This design comes from an exercise in tuning for small area on the open sky130 flow, not from production work.
The RTL was checked by simulation tests, not by an equivalence proof against the original design.
The clock input has no modelled driver; a real chip could not lean on it and would need a root buffer or a full tree.
Power figures rest on the tool's default switching activity, not on a simulated workload.

==> v23: inputs <==
==> flow/design.v <==
module seven_seg( output a, b, c, d, e, f, g, input d3, d2, d1, d0 );
    assign a = ~d2 & ~d0 | d3 & ~d1 | d2 & ~d1 & d0 | ~d3 & d1;
    assign b = ~d2 | ~d3 & d1 & d0 | ~d1 & ~d0;
    assign c = ~(d3 & d1 | ~d2 & d1 & ~d0);
    assign d = ~d2 & ~d0 | ~d3 & d1 & ~d0 | ~d2 & d1 | d2 & ~d1 & d0;
    assign e = ~d3 & d1 & ~d0 | ~d2 & ~d0;
    assign f = ~d3 & d2 & ~d0 | d3 & ~d1 | d2 & ~d1 | ~d1 & ~d0;
    assign g = ~(d3 & d1 | d2 & d1 & d0 | ~d3 & ~d2 & ~d1);
endmodule
module display_driver(
    a_l, b_l, c_l, d_l, e_l, f_l, g_l, dp_l, dig1, dig2, dig3, dig4, led,
    clk, rst, en
    );
    output  a_l, b_l, c_l, d_l, e_l, f_l, g_l, dp_l, dig1, dig2, dig3, dig4;
    output  [3:0] led;
    input   clk, rst, en;
    reg [1:0] q;
    reg [4:0] m;
    reg [3:0] r0, r1, r2, r3;
    reg [3:0] led;                           
    reg [1:0] s;
    reg [3:0] digit;
    wire q0 = ~q[1] & ~q[0];
    wire q1 = ~q[1] &  q[0];
    wire q2 =  q[1] & ~q[0];
    wire q3 =  q[1] &  q[0];
    wire wrap = q2 & m[0] & m[1] & m[4];     
    wire w0   = q0 & m[0] & m[1] & m[3];     
    wire w1   = q1 & m[0] & m[2] & m[3];     
    wire w2   = q2 & m[1] & m[2] & m[4];     
    wire w3   = q3 & m[1] & m[3] & m[4];     
    wire fb   = m[0] ^ m[2] ^ m[3] ^ m[4] ^ (m[0] & m[2] & m[3]);
    always @(posedge clk or negedge rst)
        if (!rst) begin
            q <= 2'b10;
            m <= 5'b10011;
        end else begin
            q <= q + 2'd1;
            m <= {m[3:0], fb};
        end
    function lead;                           
        input [3:0] d;
        lead = d[3] & d[2];
    endfunction
    function nine;
        input [3:0] d;
        nine = d[3] & d[0];
    endfunction
    function [3:0] tog;
        input [3:0] d;
        tog = {d[2] & d[1] & d[0] | d[3] & (d[2] | d[1] | d[0]),
               d[1] & d[0] | d[3] & d[2],
               d[3] ? d[1] : d[0],
               1'b1};
    endfunction
    wire za = r0 == 4'd0;
    wire zb = r1 == 4'd0;
    wire zc = r2 == 4'd0;
    wire carry = w0 | za & (w1 | zb & (w2 | zc & w3));
    wire wr   = w1 & za & nine(r3) & nine(r1) & nine(r2);
    wire blk  = w1 & lead(r3) & led[1];
    wire prop = ~q0 & lead(r0) & ~lead(r3);
    wire inc  = carry & ~wr & ~blk;
    always @(posedge clk or negedge rst)
        if (!rst) begin
            r0 <= 4'hE; r1 <= 4'hF; r2 <= 4'hE; r3 <= 4'hE;
        end else begin
            r0 <= (wr | prop) ? 4'hC : r3 ^ ({4{inc}} & tog(r3));
            r1 <= r0;
            r2 <= r1;
            r3 <= r2;
        end
    wire first = r1[3] & r1[1];
    wire ci = wrap & ~first;
    always @(posedge clk or negedge rst)
        if (!rst) led <= 4'hF;
        else led <= led ^ {ci & ~led[2] & ~led[1] & ~led[0], ci & ~led[1] & ~led[0], ci & ~led[0], ci};
    wire rot = wrap & en & r1[3] & r1[0] & (r1[1] | r0[0]);
    always @(posedge clk or negedge rst)
        if (!rst) s <= 2'd0;
        else s <= s ^ {rot & s[0], rot};
    wire [1:0] sel = q + ~s;
    always @(posedge clk)
        if (en)
            case (sel)
                2'd0: digit <= r0;
                2'd1: digit <= r1;
                2'd2: digit <= r2;
                default: digit <= r3;
            endcase
        else
            digit <= 4'hF;
    wire a, b, c, d, e, f, g;
    seven_seg M1(a, b, c, d, e, f, g, digit[3], digit[2], digit[1], digit[0]);
    assign {a_l, b_l, c_l, d_l, e_l, f_l, g_l} = ~{a, b, c, d, e, f, g};
    assign dp_l = 1'b1;
    assign dig4 = s != 2'd0;
    assign dig3 = s != 2'd1;
    assign dig2 = s != 2'd2;
    assign dig1 = s != 2'd3;
endmodule
==> flow/flow/run.sh <==
#!/bin/bash
# The standard ORFS flow (standard.sh) with these changes:
#  - synthesis: the standard flow's synthesis script, but without Yosys's half/full-adder
#    extraction (ADDER_MAP_FILE empty) and with ABC mapping by an
#    area-oriented script (flow/abc.script); registers are mapped exactly as
#    in the standard synthesis;
#  - port buffers are buf_1 instead of clkdlybuf4s50_1;
#  - after CTS the clock tree is two clkbuf_8 fed by the clock port, each
#    driving half of the registers (flow/clock_tree.tcl).
# make's output goes to standard.log; each tool writes its own log under
# orfs/logs/.
set -e
here=$(pwd)
{ head -n 1 synth_recipe.tcl
  cat <<'EOT'
proc abc {args} {
  set i [lsearch $args -script]
  if {$i >= 0} { lset args [expr {$i + 1}] $::env(FLOW_ABC_SCRIPT) }
  yosys abc {*}$args
}
EOT
  tail -n +2 synth_recipe.tcl; } > flow_synth.tcl
export FLOW_ABC_SCRIPT="$here/flow/abc.script"
export BUFFER_PORTS_ARGS="-buffer_cell sky130_fd_sc_hd__buf_1"
export CTS_ARGS="-sink_clustering_enable -repair_clock_nets -buf_list sky130_fd_sc_hd__clkbuf_4 -dont_use_dummy_load"
export POST_CTS_TCL="$here/flow/post_cts.tcl"
export CLK_LEAF_CELL=sky130_fd_sc_hd__clkbuf_8
bash standard.sh SYNTH_SCRIPT="$here/flow_synth.tcl" ADDER_MAP_FILE= finish > standard.log 2>&1
==> flow/flow/abc.script <==
strash
ifraig
dc2
&get -n
&st
&dch -f
&nf -R 2000 -E 100
&put
topo
dnsize -c
==> flow/flow/clock_tree.tcl <==
# Rebuild the clock tree that CTS made (one root buffer feeding four leaf
# buffers) as two leaf buffers fed straight from the clock port, each
# driving the registers of two of the former leaves.
set block [ord::get_db_block]
set root [$block findInst clkbuf_0_clk]
set clknet [[$root findITerm A] getNet]
set rootnet [[$root findITerm X] getNet]
set leaves {}
foreach it [$rootnet getITerms] {
  set inst [$it getInst]
  if {$inst == $root} { continue }
  lappend leaves [list [lindex [$inst getLocation] 1] $inst]
}
set leaves [lsort -integer -index 0 $leaves]
if {[llength $leaves] != 4} { error "expected 4 leaf clock buffers, found [llength $leaves]" }
foreach {pa pb} {0 1 2 3} {
  set a [lindex $leaves $pa 1]
  set b [lindex $leaves $pb 1]
  set anet [[$a findITerm X] getNet]
  set bnet [[$b findITerm X] getNet]
  foreach it [$bnet getITerms] {
    if {[$it getInst] == $b} { continue }
    $it disconnect
    $it connect $anet
  }
  [$b findITerm A] disconnect
  [$b findITerm X] disconnect
  odb::dbInst_destroy $b
  odb::dbNet_destroy $bnet
  [$a findITerm A] disconnect
  [$a findITerm A] connect $clknet
  replace_cell [$a getName] $::env(CLK_LEAF_CELL)
}
[$root findITerm A] disconnect
[$root findITerm X] disconnect
odb::dbInst_destroy $root
odb::dbNet_destroy $rootnet
==> flow/flow/post_cts.tcl <==
# Replace the clock tree that CTS built by two leaf buffers fed from the
# clock port; make every buffer that drives an output port a buf_1 (the
# tie cell of the constant output dp_l gets a buf_4 from synthesis); then
# re-legalise the placement.
source [file join [file dirname [info script]] clock_tree.tcl]
foreach bt [[ord::get_db_block] getBTerms] {
  if {[$bt getIoType] ne "OUTPUT"} { continue }
  foreach it [[$bt getNet] getITerms] {
    set inst [$it getInst]
    set m [[$inst getMaster] getName]
    if {[$it isOutputSignal] && [regexp {^sky130_fd_sc_hd__buf_[0-9]+$} $m] && $m ne "sky130_fd_sc_hd__buf_1"} {
      replace_cell [$inst getName] sky130_fd_sc_hd__buf_1
    }
  }
}
detailed_placement
check_placement -verbose
estimate_parasitics -placement
==> flow/standard.sh <==
#!/bin/bash
# synth_recipe.tcl (not shown) runs the flow's synth.tcl, then flattens the netlist and writes it again
# the make line also repeats each setting of config.mk as NAME=value (left out here)
make -C /OpenROAD-flow-scripts/flow DESIGN_CONFIG=/design/flow/config.mk WORK_HOME=/design/flow/orfs CLKGATE_MAP_FILE= SYNTH_SCRIPT=/design/flow/synth_recipe.tcl "${@:-finish}"
==> flow/config.mk <==
export PLATFORM = sky130hd
export DESIGN_NAME = display_driver
export DESIGN_NICKNAME = display_driver
export VERILOG_FILES = /design/flow/design.v
export SDC_FILE = /design/flow/constraint.sdc
export NUM_CORES = 4
export LEC_CHECK = 0
export CAP_MARGIN = 20
export CORE_MARGIN = 2
export CORE_UTILIZATION = 40
export SLEW_MARGIN = 20
==> flow/constraint.sdc <==
create_clock -name core_clock -period 10.0 [get_ports {clk}]
set_input_delay 2.0000 -clock core_clock [delete_from_list [all_inputs] [get_ports {clk}]]
set_output_delay 2.0000 -clock core_clock [all_outputs]
set_load 0.01 [all_outputs]
==> v31: changes against v23 <==
--- a/flow/design.v
+++ b/flow/design.v
@@ -18,11 +18,11 @@
     reg [4:0] m;
     reg [3:0] r0, r1, r2, r3;
-    reg [3:0] led;                           
+    reg [3:0] cnt;
     reg [1:0] s;
     reg [3:0] digit;
     wire q0 = ~q[1] & ~q[0];
     wire q1 = ~q[1] &  q[0];
-    wire q2 =  q[1] & ~q[0];
-    wire q3 =  q[1] &  q[0];
+    wire q2 =  q[1] &  q[0];
+    wire q3 =  q[1] & ~q[0];
     wire wrap = q2 & m[0] & m[1] & m[4];     
     wire w0   = q0 & m[0] & m[1] & m[3];     
@@ -33,8 +33,8 @@
     always @(posedge clk or negedge rst)
         if (!rst) begin
-            q <= 2'b10;
+            q <= 2'b11;
             m <= 5'b10011;
         end else begin
-            q <= q + 2'd1;
+            q <= {q[0], ~q[1]};
             m <= {m[3:0], fb};
         end
@@ -59,5 +59,5 @@
     wire carry = w0 | za & (w1 | zb & (w2 | zc & w3));
     wire wr   = w1 & za & nine(r3) & nine(r1) & nine(r2);
-    wire blk  = w1 & lead(r3) & led[1];
+    wire blk  = w1 & lead(r3) & ~cnt[1];
     wire prop = ~q0 & lead(r0) & ~lead(r3);
     wire inc  = carry & ~wr & ~blk;
@@ -74,11 +74,12 @@
     wire ci = wrap & ~first;
     always @(posedge clk or negedge rst)
-        if (!rst) led <= 4'hF;
-        else led <= led ^ {ci & ~led[2] & ~led[1] & ~led[0], ci & ~led[1] & ~led[0], ci & ~led[0], ci};
+        if (!rst) cnt <= 4'd0;
+        else cnt <= cnt ^ {ci & cnt[2] & cnt[1] & cnt[0], ci & cnt[1] & cnt[0], ci & cnt[0], ci};
     wire rot = wrap & en & r1[3] & r1[0] & (r1[1] | r0[0]);
     always @(posedge clk or negedge rst)
         if (!rst) s <= 2'd0;
         else s <= s ^ {rot & s[0], rot};
-    wire [1:0] sel = q + ~s;
+    wire [1:0] qn = {q[1], q[1] ^ q[0]};
+    wire [1:0] sel = qn - 2'd1 - s;
     always @(posedge clk)
         if (en)
@@ -99,3 +100,4 @@
     assign dig2 = s != 2'd2;
     assign dig1 = s != 2'd3;
+    assign led = ~cnt;
 endmodule
==> flow/flow/run.sh (replaced) <==
#!/bin/bash
# Standard ORFS flow with smaller port buffers and a smaller clock tree.
export BUFFER_PORTS_ARGS="-buffer_cell sky130_fd_sc_hd__buf_1"
export CTS_ARGS="-sink_clustering_enable -repair_clock_nets -sink_clustering_size 40 -sink_clustering_max_diameter 500 -buf_list sky130_fd_sc_hd__clkbuf_8 -dont_use_dummy_load"
bash standard.sh > standard.log 2>&1
removed: flow/flow/abc.script
removed: flow/flow/clock_tree.tcl
removed: flow/flow/post_cts.tcl
==> v28: changes against v23 <==
--- a/flow/design.v
+++ b/flow/design.v
@@ -18,11 +18,11 @@
     reg [4:0] m;
     reg [3:0] r0, r1, r2, r3;
-    reg [3:0] led;                           
+    reg [3:0] cnt;
     reg [1:0] s;
     reg [3:0] digit;
     wire q0 = ~q[1] & ~q[0];
     wire q1 = ~q[1] &  q[0];
-    wire q2 =  q[1] & ~q[0];
-    wire q3 =  q[1] &  q[0];
+    wire q2 =  q[1] &  q[0];
+    wire q3 =  q[1] & ~q[0];
     wire wrap = q2 & m[0] & m[1] & m[4];     
     wire w0   = q0 & m[0] & m[1] & m[3];     
@@ -33,8 +33,8 @@
     always @(posedge clk or negedge rst)
         if (!rst) begin
-            q <= 2'b10;
+            q <= 2'b11;
             m <= 5'b10011;
         end else begin
-            q <= q + 2'd1;
+            q <= {q[0], ~q[1]};
             m <= {m[3:0], fb};
         end
@@ -59,5 +59,5 @@
     wire carry = w0 | za & (w1 | zb & (w2 | zc & w3));
     wire wr   = w1 & za & nine(r3) & nine(r1) & nine(r2);
-    wire blk  = w1 & lead(r3) & led[1];
+    wire blk  = w1 & lead(r3) & ~cnt[1];
     wire prop = ~q0 & lead(r0) & ~lead(r3);
     wire inc  = carry & ~wr & ~blk;
@@ -74,11 +74,12 @@
     wire ci = wrap & ~first;
     always @(posedge clk or negedge rst)
-        if (!rst) led <= 4'hF;
-        else led <= led ^ {ci & ~led[2] & ~led[1] & ~led[0], ci & ~led[1] & ~led[0], ci & ~led[0], ci};
+        if (!rst) cnt <= 4'd0;
+        else cnt <= cnt ^ {ci & cnt[2] & cnt[1] & cnt[0], ci & cnt[1] & cnt[0], ci & cnt[0], ci};
     wire rot = wrap & en & r1[3] & r1[0] & (r1[1] | r0[0]);
     always @(posedge clk or negedge rst)
         if (!rst) s <= 2'd0;
         else s <= s ^ {rot & s[0], rot};
-    wire [1:0] sel = q + ~s;
+    wire [1:0] qn = {q[1], q[1] ^ q[0]};
+    wire [1:0] sel = qn - 2'd1 - s;
     always @(posedge clk)
         if (en)
@@ -99,3 +100,4 @@
     assign dig2 = s != 2'd2;
     assign dig1 = s != 2'd3;
+    assign led = ~cnt;
 endmodule
==> flow/run.sh (new file) <==
#!/bin/bash
# synth_recipe.tcl (not shown) runs the flow's synth.tcl, then flattens the netlist and writes it again
# the make line also repeats each setting of config.mk as NAME=value (left out here)
make -C /OpenROAD-flow-scripts/flow DESIGN_CONFIG=/design/flow/config.mk WORK_HOME=/design/flow/orfs CLKGATE_MAP_FILE= SYNTH_SCRIPT=/design/flow/synth_recipe.tcl finish
removed: flow/flow/run.sh
removed: flow/flow/abc.script
removed: flow/flow/clock_tree.tcl
removed: flow/flow/post_cts.tcl
removed: flow/standard.sh
==> summary.txt <==
Outcome: v23 complete, no violations; v28 complete, no violations; v31 complete, no violations
Post-layout utilization of the core: v23 46.5%; v28 50.7%; v31 47.3%
Setup WS post-layout: v23 6.64 ns; v28 6.34 ns; v31 6.76 ns
Flop pwr share: v23 69.3%; v28 54.9%; v31 59.0%
Layout Nets: v23 159; v28 170; v31 170
Internal Power: v23 156 uW; v28 197 uW; v31 182 uW
Layout inverter count without the clock tree: v23 4; v28 9; v31 9
Post-Synthesis Cell Area: v23 0.00142 sq mm; v28 0.00157 sq mm; v31 0.00157 sq mm
Area share of the leading cell type in the synthesized netlist: v23 39.0%; v28 30.0%; v31 30.0%
Maximum vdd ir drop: v23 72.4 uV; v28 68.0 uV; v31 72.2 uV
Pwr per Cell Area: v23 125 mW/mm^2; v28 131 mW/mm^2; v31 131 mW/mm^2
Share of the clock period used by the worst path: v23 33.6%; v28 36.6%; v31 32.4%
Clk network pwr share: v23 25.5%; v28 40.2%; v31 37.0%
Headroom to the max-slew limit: v23 -; v28 59.4%; v31 63.5%
Number of buffers on the longest clock path: v23 -; v28 2; v31 2
Adder-cell area share of the yosys netlist: v23 0%; v28 6.36%; v31 6.36%
Fraction of the mapped netlist area in compound gates: v23 12.8%; v28 9.22%; v31 9.22%
Layout clock buffers: v23 2; v28 8; v31 5
Net switching power figure: v23 39.1 uW; v28 51.2 uW; v31 48.6 uW
Met2 WL post-DR: v23 1350 um; v28 1330 um; v31 1270 um
Startpoint of the lowest-slack register-to-register path: v23 q[0]; v28 q[1]; v31 q[1]
Area of the core: v23 0.00336 sq mm; v28 0.00372 sq mm; v31 0.00372 sq mm
Combined flip-flop and latch cell area: v23 832 sq um; v28 828 sq um; v31 828 sq um
Switching share of power: v23 20.0%; v28 20.7%; v31 21.1%
Total of fill cells in the finished design: v23 346; v28 334; v31 347

[what the ideal ports hide]
The flow's constraints put no driver on any port. The routed layouts listed below were extracted and timed again, unchanged, in two steps.
Step 1: set_driving_cell puts a clkbuf_16 on clk and a buf_2 on each other input, an assumption about the parent block.
Step 2, shift: input delay + t, output delay - t, t = (earliest + latest rising clock arrival at the registers) / 2. This alone moves slack from input paths to output paths.
Three values: ideal, step 1, step 2; two values: the first two.
run	t, ns	setup WS [ns]	worst setup path after step 2	worst register clock-pin slew, ns
v23	0.182	6.643 / 6.612 / 6.795	register to output	0.10 / 0.10
v31	0.303	6.755 / 6.729 / 7.032	register to output	0.06 / 0.06
v28	0.305	6.340 / 6.316 / 6.621	register to output	0.07 / 0.07
After both steps every run listed still meets setup and hold.
